This design comes from an exercise in tuning for a short achievable clock period and few clock cycles on the open sky130 flow, not from production work.
No activity file was given, so power comes from the tool's default toggle rates.

==> v34 <==
==> flow/design.v (excerpt) <==
module MIPS_Pipe (
    input  clk, reset,
    input  [31:0] imem_rdata,
    input  [31:0] dmem_rdata,
    output [31:0] imem_addr,
    output [31:0] dmem_addr,
    output [31:0] dmem_wdata,
    output dmem_we
);
clock: 12.0 ns
lec_check: 0
cap_margin: 20
core_margin: 2
core_utilization: 50
cts_cluster_diameter: 60
cts_cluster_size: 20
slew_margin: 20
synth_hierarchical: 1
standard.sh (not shown) runs the stock make flow with config.mk's settings and CLKGATE_MAP_FILE= SYNTH_SCRIPT=/design/flow/synth_recipe.tcl, a recipe that flattens the netlist after the stock synthesis.
==> flow/flow/run.sh <==
#!/bin/bash
set -euo pipefail
MARGIN=$(cat flow/setup_margin)
CTSD=$(cat flow/cts_buf_distance)
RES=orfs/results/${FLOW_PLATFORM}/MIPS_Pipe/base
bash standard.sh SETUP_SLACK_MARGIN="$MARGIN" CTS_BUF_DISTANCE="$CTSD" 3_3_place_gp > flow_make_place.log 2>&1
openroad -no_init -exit -threads "${NUM_CORES:-8}" flow/move_out_regs.tcl > flow_move_out_regs.log 2>&1
bash standard.sh SETUP_SLACK_MARGIN="$MARGIN" CTS_BUF_DISTANCE="$CTSD" > flow_make_rest.log 2>&1
==> flow/flow/cts_buf_distance <==
150
==> flow/flow/move_out_regs.tcl <==
# Move each flip-flop that drives an output port's buffer next to that buffer.
set odb orfs/results/$::env(FLOW_PLATFORM)/MIPS_Pipe/base/3_3_place_gp.odb
read_db $odb
set block [ord::get_db_block]
set core [$block getCoreArea]
set cx [expr {([$core xMin] + [$core xMax]) / 2}]
set cy [expr {([$core yMin] + [$core yMax]) / 2}]
set moved 0
foreach bt [$block getBTerms] {
  if {[$bt getIoType] ne "OUTPUT"} { continue }
  set net [$bt getNet]
  set buf ""
  foreach it [$net getITerms] { if {[$it isOutputSignal]} { set buf [$it getInst] } }
  if {$buf eq ""} { continue }
  set innet ""
  foreach it [$buf getITerms] { if {[$it isInputSignal]} { set innet [$it getNet] } }
  if {$innet eq ""} { continue }
  set ff ""
  set nload 0
  foreach it [$innet getITerms] {
    if {[$it isOutputSignal]} { set ff [$it getInst] } else { incr nload }
  }
  if {$ff eq "" || $nload != 1} { continue }
  if {![string match "*df*" [[$ff getMaster] getName]]} { continue }
  set loc [$buf getLocation]
  set x [lindex $loc 0]
  set y [lindex $loc 1]
  # a few microns from the buffer, towards the core centre
  set dx [expr {$cx > $x ? 3000 : -3000}]
  set dy [expr {$cy > $y ? 3000 : -3000}]
  $ff setLocation [expr {$x + $dx}] [expr {$y + $dy}]
  $ff setPlacementStatus PLACED
  incr moved
  puts "moved [$ff getName] next to [$buf getName] for [$bt getName]"
}
puts "moved $moved flip-flops"
write_db $odb
==> flow/flow/setup_margin <==
8.5
==> v14: changes against v34 <==
--- a/flow/design.v
+++ b/flow/design.v
@@ -3856,30 +3856,30 @@
 reg z, boot;
 always @(posedge clk) z <= ~reset;
 always @(posedge clk or negedge reset)
     if (!reset) boot <= 1'b1;
     else boot <= 1'b0;
 wire fetch_ok = ~boot | z;
-wire        j_f    = (imem_rdata[31:26] == 6'b000010);
-wire        hit_t_f, hit_f_f;
+wire        j_f;
+opdec_j jdec_f (.op(imem_rdata[31:26]), .y(j_f));
+wire        hit_t_f, bhit_f;
 wire [9:0]  btgt_f;
-wire [25:0] bjf_f;
+wire [9:0]  blow_f;
 wire        ue_v, ud_v;
 wire [9:0]  ud_pc;
+wire [9:0]  ud_jf;
+wire        fold_ok = (pc_f[31:12] == 20'd0);
 btb btb_u (.clk(clk), .rst(reset), .pc(pc_f[11:2]),
            .ue_v(ue_v), .ue_pc(bpc_e), .ue_taken(taken_e), .ue_tgt(bt_e[11:2]),
-           .ud_v(ud_v), .ud_pc(ud_pc), .ud_jf(instr_d[25:0]),
-           .hit_t(hit_t_f), .hit_f(hit_f_f), .tgt(btgt_f), .jf(bjf_f));
+           .ud_v(ud_v), .ud_pc(ud_pc), .ud_jf(ud_jf), .fold_ok(fold_ok),
+           .hit_t(hit_t_f), .hit(bhit_f), .tgt(btgt_f), .nlow(blow_f));
 wire [31:0] pcp4_f;
 inc4 inc_f (.a(pc_f), .y(pcp4_f));
 wire [31:0] jt_f   = {pcp4_f[31:28], imem_rdata[25:0], 2'b00};
-wire [31:0] btb_pc_f  = {pc_f[31:12], btgt_f, 2'b00};
-wire [31:0] fold_pc_f = {pc_f[31:28], bjf_f, 2'b00};
-wire        fold_ok = ~&pc_f[27:12];
+wire [31:0] btb_pc_f = {pc_f[31:12], blow_f, 2'b00};
 wire        predt_f = hit_t_f & ~j_f;
-wire        fold_f  = hit_f_f & fold_ok;
 wire [29:0] immp1_f = {{14{imem_rdata[15]}}, imem_rdata[15:0]} + 30'd1;
 wire [31:0] immx_f  = {immp1_f, 2'b00};
 wire [5:0]  op_f  = imem_rdata[31:26];
 wire [5:0]  fn_f  = imem_rdata[5:0];
 wire is_r_f    = (op_f == 6'b000000);
 wire is_addi_f = (op_f == 6'b001000);
@@ -3979,16 +3979,13 @@
 ks_add32 bt_add (.a(pc_d), .b(immx_d), .cin(1'b0), .s(bt_d), .cout(bt_cout));
 wire redir_d  = valid_d & ~stall_d  & fix_d;
 wire redir_pc = valid_d & ~stall_pc & fix_d;
 wire hold_pc = stall_pc | ~fetch_ok | ~reset;
 wire s_hold = hold_pc;
 wire s_rd   = ~hold_pc & redir_pc;
-wire s_j    = ~hold_pc & ~redir_pc & j_f;
-wire s_b    = ~hold_pc & ~redir_pc & ~j_f & hit_t_f;
-wire s_fd   = ~hold_pc & ~redir_pc & ~j_f & ~hit_t_f & fold_f;
-wire s_p    = ~hold_pc & ~redir_pc & ~j_f & ~hit_t_f & ~fold_f;
+wire s_p    = ~hold_pc & ~redir_pc;    
 reg  [9:0] raw10, base10_d;
 reg        fresh_d;
 wire [9:0] base10_e = fresh_d ? raw10 : base10_d;
 reg        el_e;
 reg        wl_v;
 reg  [4:0] wl_dst;
@@ -4033,30 +4030,38 @@
 beq_cmp cmp_u (.res_m(res_mc), .res_w(res_w), .opa(opa_e), .opb(opb_e),
                .fa_m(fa_m_e), .fa_w(fa_w_e), .fb_m(fb_m_e), .fb_w(fb_w_e),
                .taken(taken_e));
 wire tmatch_e = (pch_e == bt_e[31:12]) & (btgt_e == bt_e[11:2]);
 wire redir_t = beq_e & (predt_e ? ~tmatch_e : ~same_e);
 wire redir_n = beq_e & predt_e & ~(same_e & tmatch_e);
-wire [31:0] pc_t, pc_n;
-ao8 pcsel_t (.s({redir_t, {6{~redir_t}} & {s_hold, s_rd, s_j, s_b, s_fd, s_p}}),
-             .x7(bt_e), .x6(pc_f), .x5(pcp4_d), .x4(jt_f), .x3(btb_pc_f), .x2(fold_pc_f),
-             .x1(pcp4_f), .y(pc_t));
-ao8 pcsel_n (.s({redir_n, {6{~redir_n}} & {s_hold, s_rd, s_j, s_b, s_fd, s_p}}),
-             .x7(pcp4_e), .x6(pc_f), .x5(pcp4_d), .x4(jt_f), .x3(btb_pc_f), .x2(fold_pc_f),
-             .x1(pcp4_f), .y(pc_n));
+wire [31:0] pc_t1, pc_n1;
+ao5 pcsel_t (.s({redir_t, {3{~redir_t}} & {s_hold, s_rd, s_p}}),
+             .x4(bt_e), .x3(pc_f), .x2(pcp4_d), .x1(pcp4_f), .y(pc_t1));
+ao5 pcsel_n (.s({redir_n, {3{~redir_n}} & {s_hold, s_rd, s_p}}),
+             .x4(pcp4_e), .x3(pc_f), .x2(pcp4_d), .x1(pcp4_f), .y(pc_n1));
+wire is_nop_d = ~wr_d & ~is_sw_d & ~is_beq_d & ~is_j_d;
 assign ue_v  = beq_e & (taken_e | predt_e);
-assign ud_v  = valid_d & is_j_d;
+assign ud_v  = valid_d & (is_j_d | is_nop_d) & (pc_d[31:12] == 20'd0) & (pc_d[11:2] != 10'd0) &
+               (is_j_d ? (instr_d[25:10] == 16'd0) : (pcp4_d[31:12] == 20'd0));
 assign ud_pc = pc_d[11:2] - 10'd1;
+assign ud_jf = is_j_d ? instr_d[9:0] : pcp4_d[11:2];
 wire vd = stall_d ? valid_d : ~redir_d;
 wire b0 = stall_d | ~valid_d;
 wire valid_d_next, bubble_d;
-late_sel #(.W(34)) tsel_u (.s(taken_e),
-    .x1({pc_t, ~redir_t & vd, redir_t | b0}),
-    .x0({pc_n, ~redir_n & vd, redir_n | b0}),
-    .y({pc_in, valid_d_next, bubble_d}));
-late_sel #(.W(32)) tsel_o (.s(taken_e), .x1(pc_t), .x0(pc_n), .y(pc_in_o));
+wire [31:0] pc_tn, pc_tn_o;
+wire bsel;
+late_sel #(.W(35)) tsel_u (.s(taken_e),
+    .x1({pc_t1, ~redir_t & vd, redir_t | b0, s_p & ~redir_t}),
+    .x0({pc_n1, ~redir_n & vd, redir_n | b0, s_p & ~redir_n}),    
+    .y({pc_tn, valid_d_next, bubble_d, bsel}));
+late_sel #(.W(32)) tsel_o (.s(taken_e), .x1(pc_t1), .x0(pc_n1), .y(pc_tn_o));
+wire [31:0] pc_j, pc_j_o;
+late_sel #(.W(32)) jsel_u (.s(j_f & bsel), .x1(jt_f), .x0(pc_tn),   .y(pc_j));
+late_sel #(.W(32)) jsel_o (.s(j_f & bsel), .x1(jt_f), .x0(pc_tn_o), .y(pc_j_o));
+late_sel #(.W(32)) bsel_u (.s(bhit_f & bsel & ~j_f), .x1(btb_pc_f), .x0(pc_j),   .y(pc_in));
+late_sel #(.W(32)) bsel_o (.s(bhit_f & bsel & ~j_f), .x1(btb_pc_f), .x0(pc_j_o), .y(pc_in_o));
 mul_pipe mul_u (.clk(clk), .res_m(res_mc), .res_w(res_w),
                 .opa(opa_e), .opb(opb_e), .sel_d(sel_next), .p(mul_p));
 reg  [31:0] sd_m;
 reg         we_m;
 dff #(.W(32)) addr_out (.clk(clk), .d(el_d ? {22'd0, addr10_d} : alu_e), .q(dmem_addr));
 dff #(.W(32)) res_mc_u (.clk(clk), .d(alu_e),   .q(res_mc));
@@ -4233,55 +4238,58 @@
     input clk, rst,
     input [9:0] pc,                     
     input ue_v, ue_taken,               
     input [9:0] ue_pc, ue_tgt,
     input ud_v,                         
     input [9:0] ud_pc,
-    input [25:0] ud_jf,
-    output hit_t, hit_f,
+    input [9:0] ud_jf,
+    input fold_ok,                      
+    output hit_t,                       
+    output hit,                         
     output [9:0] tgt,
-    output [25:0] jf
+    output [9:0] nlow       
 );
 reg        v   [0:15];
 reg        t   [0:15];
 reg        fv  [0:15];
 reg  [5:0] tag [0:15];
 reg  [9:0] tg  [0:15];
-reg [25:0] jt  [0:15];
+reg  [9:0] jt  [0:15];
 reg        re_v, re_taken, rd_v;
 reg  [9:0] re_pc, re_tgt, rd_pc;
-reg [25:0] rd_jf;
+reg  [9:0] rd_jf;
 always @(posedge clk) begin
     re_taken <= ue_taken;
     re_pc    <= ue_pc;
     re_tgt   <= ue_tgt;
     rd_pc    <= ud_pc;
     rd_jf    <= ud_jf;
 end
-wire [15:0] m;
+wire [15:0] m, mh;
 genvar i;
 generate for (i = 0; i < 16; i = i + 1) begin : e
-    btb_match #(.I(i)) u (.pc(pc), .v(v[i]), .tag(tag[i]), .m(m[i]));
+    btb_match #(.I(i)) u  (.pc(pc), .v(v[i]), .tag(tag[i]), .m(m[i]));
+    btb_match #(.I(i)) uh (.pc(pc), .v(v[i]), .tag(tag[i]), .m(mh[i]));
 end endgenerate
 reg ht, hf;
 reg [9:0] tsel;
-reg [25:0] jsel;
+reg [9:0] nsel;
 integer j;
 always @(*) begin
-    ht = 1'b0; hf = 1'b0; tsel = 10'd0; jsel = 26'd0;
+    ht = 1'b0; hf = 1'b0; tsel = 10'd0; nsel = 10'd0;
     for (j = 0; j < 16; j = j + 1) begin
-        ht = ht | (m[j] & t[j]);
-        hf = hf | (m[j] & ~t[j] & fv[j]);
+        ht = ht | (mh[j] & t[j]);
+        hf = hf | (mh[j] & (t[j] | (fv[j] & fold_ok)));
         tsel = tsel | ({10{m[j]}} & tg[j]);
-        jsel = jsel | ({26{m[j]}} & jt[j]);
+        nsel = nsel | ({10{m[j]}} & (t[j] ? tg[j] : jt[j]));
     end
 end
 assign hit_t = ht;
-assign hit_f = hf;
+assign hit = hf;
 assign tgt = tsel;
-assign jf = jsel;
+assign nlow = nsel;
 integer n;
 always @(posedge clk or negedge rst) begin
     if (!rst) begin
         re_v <= 1'b0;
         rd_v <= 1'b0;
         for (n = 0; n < 16; n = n + 1) begin
@@ -4351,15 +4359,28 @@
 always @(*) begin
     t = 10'd0;
     for (i = 1; i < 32; i = i + 1) t = t | ({10{sel[i]}} & d[10*(i-1) +: 10]);
 end
 assign y = t;
 endmodule
-module ao8 (
-    input [6:0] s,
-    input [31:0] x7, x6, x5, x4, x3, x2, x1,
+module ao5 (
+    input [3:0] s,
+    input [31:0] x4, x3, x2, x1,
     output [31:0] y
 );
-assign y = ({32{s[6]}} & x7) | ({32{s[5]}} & x6) | ({32{s[4]}} & x5) |
-           ({32{s[3]}} & x4) | ({32{s[2]}} & x3) | ({32{s[1]}} & x2) |
-           ({32{s[0]}} & x1);
+assign y = ({32{s[3]}} & x4) | ({32{s[2]}} & x3) | ({32{s[1]}} & x2) | ({32{s[0]}} & x1);
+endmodule
+module opdec_j (input [5:0] op, output y);
+wire a, b;
+nor3m g1 (.a(op[5]), .b(op[4]), .c(op[3]), .y(a));
+nor2m g2 (.a(op[2]), .b(op[0]), .y(b));
+and3m g3 (.a(a), .b(b), .c(op[1]), .y(y));
+endmodule
+module nor3m (input a, b, c, output y);
+assign y = ~(a | b | c);
+endmodule
+module nor2m (input a, b, output y);
+assign y = ~(a | b);
+endmodule
+module and3m (input a, b, c, output y);
+assign y = a & b & c;
 endmodule
==> v21: changes against v34 <==
--- a/flow/design.v
+++ b/flow/design.v
@@ -3857,29 +3857,28 @@
 always @(posedge clk) z <= ~reset;
 always @(posedge clk or negedge reset)
     if (!reset) boot <= 1'b1;
     else boot <= 1'b0;
 wire fetch_ok = ~boot | z;
 wire        j_f    = (imem_rdata[31:26] == 6'b000010);
-wire        hit_t_f, hit_f_f;
+wire        hit_t_f, bhit_f;
 wire [9:0]  btgt_f;
-wire [25:0] bjf_f;
+wire [25:0] blow_f;
 wire        ue_v, ud_v;
 wire [9:0]  ud_pc;
+wire [25:0] ud_jf;
+wire        fold_ok = ~&pc_f[27:12];
 btb btb_u (.clk(clk), .rst(reset), .pc(pc_f[11:2]),
            .ue_v(ue_v), .ue_pc(bpc_e), .ue_taken(taken_e), .ue_tgt(bt_e[11:2]),
-           .ud_v(ud_v), .ud_pc(ud_pc), .ud_jf(instr_d[25:0]),
-           .hit_t(hit_t_f), .hit_f(hit_f_f), .tgt(btgt_f), .jf(bjf_f));
+           .ud_v(ud_v), .ud_pc(ud_pc), .ud_jf(ud_jf), .fold_ok(fold_ok),
+           .hit_t(hit_t_f), .hit(bhit_f), .tgt(btgt_f), .nlow(blow_f));
 wire [31:0] pcp4_f;
 inc4 inc_f (.a(pc_f), .y(pcp4_f));
 wire [31:0] jt_f   = {pcp4_f[31:28], imem_rdata[25:0], 2'b00};
-wire [31:0] btb_pc_f  = {pc_f[31:12], btgt_f, 2'b00};
-wire [31:0] fold_pc_f = {pc_f[31:28], bjf_f, 2'b00};
-wire        fold_ok = ~&pc_f[27:12];
+wire [31:0] btb_pc_f = {pc_f[31:28], blow_f[25:10] | ({16{hit_t_f}} & pc_f[27:12]), blow_f[9:0], 2'b00};
 wire        predt_f = hit_t_f & ~j_f;
-wire        fold_f  = hit_f_f & fold_ok;
 wire [29:0] immp1_f = {{14{imem_rdata[15]}}, imem_rdata[15:0]} + 30'd1;
 wire [31:0] immx_f  = {immp1_f, 2'b00};
 wire [5:0]  op_f  = imem_rdata[31:26];
 wire [5:0]  fn_f  = imem_rdata[5:0];
 wire is_r_f    = (op_f == 6'b000000);
 wire is_addi_f = (op_f == 6'b001000);
@@ -3980,15 +3979,13 @@
 wire redir_d  = valid_d & ~stall_d  & fix_d;
 wire redir_pc = valid_d & ~stall_pc & fix_d;
 wire hold_pc = stall_pc | ~fetch_ok | ~reset;
 wire s_hold = hold_pc;
 wire s_rd   = ~hold_pc & redir_pc;
 wire s_j    = ~hold_pc & ~redir_pc & j_f;
-wire s_b    = ~hold_pc & ~redir_pc & ~j_f & hit_t_f;
-wire s_fd   = ~hold_pc & ~redir_pc & ~j_f & ~hit_t_f & fold_f;
-wire s_p    = ~hold_pc & ~redir_pc & ~j_f & ~hit_t_f & ~fold_f;
+wire s_p    = ~hold_pc & ~redir_pc & ~j_f;    
 reg  [9:0] raw10, base10_d;
 reg        fresh_d;
 wire [9:0] base10_e = fresh_d ? raw10 : base10_d;
 reg        el_e;
 reg        wl_v;
 reg  [4:0] wl_dst;
@@ -4034,21 +4031,24 @@
                .fa_m(fa_m_e), .fa_w(fa_w_e), .fb_m(fb_m_e), .fb_w(fb_w_e),
                .taken(taken_e));
 wire tmatch_e = (pch_e == bt_e[31:12]) & (btgt_e == bt_e[11:2]);
 wire redir_t = beq_e & (predt_e ? ~tmatch_e : ~same_e);
 wire redir_n = beq_e & predt_e & ~(same_e & tmatch_e);
 wire [31:0] pc_t, pc_n;
-ao8 pcsel_t (.s({redir_t, {6{~redir_t}} & {s_hold, s_rd, s_j, s_b, s_fd, s_p}}),
-             .x7(bt_e), .x6(pc_f), .x5(pcp4_d), .x4(jt_f), .x3(btb_pc_f), .x2(fold_pc_f),
-             .x1(pcp4_f), .y(pc_t));
-ao8 pcsel_n (.s({redir_n, {6{~redir_n}} & {s_hold, s_rd, s_j, s_b, s_fd, s_p}}),
-             .x7(pcp4_e), .x6(pc_f), .x5(pcp4_d), .x4(jt_f), .x3(btb_pc_f), .x2(fold_pc_f),
-             .x1(pcp4_f), .y(pc_n));
+wire [31:0] pc_t0, pc_n0;
+ao6 pcsel_t (.s({redir_t, {4{~redir_t}} & {s_hold, s_rd, s_j, s_p}}),
+             .x5(bt_e), .x4(pc_f), .x3(pcp4_d), .x2(jt_f), .x1(pcp4_f), .y(pc_t0));
+ao6 pcsel_n (.s({redir_n, {4{~redir_n}} & {s_hold, s_rd, s_j, s_p}}),
+             .x5(pcp4_e), .x4(pc_f), .x3(pcp4_d), .x2(jt_f), .x1(pcp4_f), .y(pc_n0));
+late_sel #(.W(32)) bsel_t (.s(bhit_f & s_p & ~redir_t), .x1(btb_pc_f), .x0(pc_t0), .y(pc_t));
+late_sel #(.W(32)) bsel_n (.s(bhit_f & s_p & ~redir_n), .x1(btb_pc_f), .x0(pc_n0), .y(pc_n));
+wire is_nop_d = ~wr_d & ~is_sw_d & ~is_beq_d & ~is_j_d;
 assign ue_v  = beq_e & (taken_e | predt_e);
-assign ud_v  = valid_d & is_j_d;
+assign ud_v  = valid_d & (is_j_d | is_nop_d);
 assign ud_pc = pc_d[11:2] - 10'd1;
+assign ud_jf = is_j_d ? instr_d[25:0] : pcp4_d[27:2];
 wire vd = stall_d ? valid_d : ~redir_d;
 wire b0 = stall_d | ~valid_d;
 wire valid_d_next, bubble_d;
 late_sel #(.W(34)) tsel_u (.s(taken_e),
     .x1({pc_t, ~redir_t & vd, redir_t | b0}),
     .x0({pc_n, ~redir_n & vd, redir_n | b0}),
@@ -4234,15 +4234,17 @@
     input [9:0] pc,                     
     input ue_v, ue_taken,               
     input [9:0] ue_pc, ue_tgt,
     input ud_v,                         
     input [9:0] ud_pc,
     input [25:0] ud_jf,
-    output hit_t, hit_f,
+    input fold_ok,                      
+    output hit_t,                       
+    output hit,                         
     output [9:0] tgt,
-    output [25:0] jf
+    output [25:0] nlow      
 );
 reg        v   [0:15];
 reg        t   [0:15];
 reg        fv  [0:15];
 reg  [5:0] tag [0:15];
 reg  [9:0] tg  [0:15];
@@ -4261,27 +4263,27 @@
 genvar i;
 generate for (i = 0; i < 16; i = i + 1) begin : e
     btb_match #(.I(i)) u (.pc(pc), .v(v[i]), .tag(tag[i]), .m(m[i]));
 end endgenerate
 reg ht, hf;
 reg [9:0] tsel;
-reg [25:0] jsel;
+reg [25:0] nsel;
 integer j;
 always @(*) begin
-    ht = 1'b0; hf = 1'b0; tsel = 10'd0; jsel = 26'd0;
+    ht = 1'b0; hf = 1'b0; tsel = 10'd0; nsel = 26'd0;
     for (j = 0; j < 16; j = j + 1) begin
         ht = ht | (m[j] & t[j]);
-        hf = hf | (m[j] & ~t[j] & fv[j]);
+        hf = hf | (m[j] & (t[j] | (fv[j] & fold_ok)));
         tsel = tsel | ({10{m[j]}} & tg[j]);
-        jsel = jsel | ({26{m[j]}} & jt[j]);
+        nsel = nsel | ({26{m[j]}} & (t[j] ? {16'd0, tg[j]} : jt[j]));
     end
 end
 assign hit_t = ht;
-assign hit_f = hf;
+assign hit = hf;
 assign tgt = tsel;
-assign jf = jsel;
+assign nlow = nsel;
 integer n;
 always @(posedge clk or negedge rst) begin
     if (!rst) begin
         re_v <= 1'b0;
         rd_v <= 1'b0;
         for (n = 0; n < 16; n = n + 1) begin
@@ -4351,15 +4353,14 @@
 always @(*) begin
     t = 10'd0;
     for (i = 1; i < 32; i = i + 1) t = t | ({10{sel[i]}} & d[10*(i-1) +: 10]);
 end
 assign y = t;
 endmodule
-module ao8 (
-    input [6:0] s,
-    input [31:0] x7, x6, x5, x4, x3, x2, x1,
+module ao6 (
+    input [4:0] s,
+    input [31:0] x5, x4, x3, x2, x1,
     output [31:0] y
 );
-assign y = ({32{s[6]}} & x7) | ({32{s[5]}} & x6) | ({32{s[4]}} & x5) |
-           ({32{s[3]}} & x4) | ({32{s[2]}} & x3) | ({32{s[1]}} & x2) |
-           ({32{s[0]}} & x1);
+assign y = ({32{s[4]}} & x5) | ({32{s[3]}} & x4) | ({32{s[2]}} & x3) |
+           ({32{s[1]}} & x2) | ({32{s[0]}} & x1);
 endmodule
==> flow/flow/run.sh (replaced) <==
#!/bin/bash
set -euo pipefail
MARGIN=$(cat flow/setup_margin)
CTSD=$(cat flow/cts_buf_distance)
RES=orfs/results/${FLOW_PLATFORM}/MIPS_Pipe/base
bash standard.sh SETUP_SLACK_MARGIN="$MARGIN" CTS_BUF_DISTANCE="$CTSD" \
    BUFFER_PORTS_ARGS="-buffer_cell sky130_fd_sc_hd__buf_4" 3_3_place_gp > flow_make_place.log 2>&1
openroad -no_init -exit -threads "${NUM_CORES:-8}" flow/move_out_regs.tcl > flow_move_out_regs.log 2>&1
bash standard.sh SETUP_SLACK_MARGIN="$MARGIN" CTS_BUF_DISTANCE="$CTSD" \
    BUFFER_PORTS_ARGS="-buffer_cell sky130_fd_sc_hd__buf_4" > flow_make_rest.log 2>&1
==> notes.md <==
quantity	v14	v34	v21
Met2 usage in global routing	61.7%	62.1%	59.5%
Effective utilization at floorplan	50.1%	50.4%	50.2%
Leakage dissipation	72.9 nW	73.6 nW	72.8 nW
Post-layout nets	13100	12800	12800
Clock network contribution to total cell area	4.38%	4.61%	4.84%
Routed len/inst	36.1 um	39.4 um	38.9 um
Setup Skew	63.2 ps	94.2 ps	107 ps
Worst slew slack as a fraction of its limit	13.6%	17.9%	10.7%
Final worst setup slack	8130 ps	7970 ps	7900 ps
Detailed Routing Iterations Pass 1	8	12	10
Standard cell area after detailed placement	150000 um2	155000 um2	156000 um2
Inverters	88	105	94
Average size of a mapped cell	11.4 um2	12.2 um2	12.2 um2
Power Total	22.9 mW	23.8 mW	26.2 mW
Internal power contribution	15.1 mW	16.1 mW	17.1 mW
Number of antenna violations at the first check in global routing	71	75	87
Share of total power consumed by net switching	34.1%	32.3%	34.8%
Met2 wire len	270 mm	280 mm	272 mm
All-Layer GR Usage	40.3%	42.6%	41.7%
Final Critical Period	3870 ps	4030 ps	4100 ps
Most used cell along the critical path	-	sky130_fd_sc_hd__buf_12	sky130_fd_sc_hd__buf_6
Worst supply voltage drop on vdd	0.000166 V	0.000143 V	0.000148 V
Count of plain and timing-repair buffers in the layout	853	959	772
Status	no timing/DRC/antenna violations	no timing/DRC/antenna violations	no timing/DRC/antenna violations
Arrival time at the worst endpoint	1470 ps	4870 ps	4950 ps
No functional check of the RTL was part of any run of this note.

==> afterwards: timing with drivers on the ports <==
No port has a modelled driver above. Below, the same layouts with a new extraction and two added sets of constraints. Step 1: set_driving_cell puts a clkbuf_16 on clk and a buf_2 on each other input, an assumption about the parent block. Step 2 times the ports against the registers' clock, not the clock port: input delays grow and output delays shrink by t, the midpoint of the rising clock arrivals with the driver on. Slacks: ideal / step 1 / step 2; pairs: ideal / step 1.
run | t (ns) | slack for setup (ns) | slew at the worst register clock pin (ns)
v34 | 1.083 | 7.965 / 7.965 / 6.972 | 0.09 / 0.09
v14 | 1.031 | 8.126 / 8.027 / 7.135 | 0.09 / 0.09
v21 | 1.086 | 7.897 / 7.897 / 7.015 | 0.09 / 0.09
After both steps every run listed still meets setup and hold. The setup slack of v34, which loses most, moves by 0.000 ns with the drivers and by -0.993 ns with both steps.
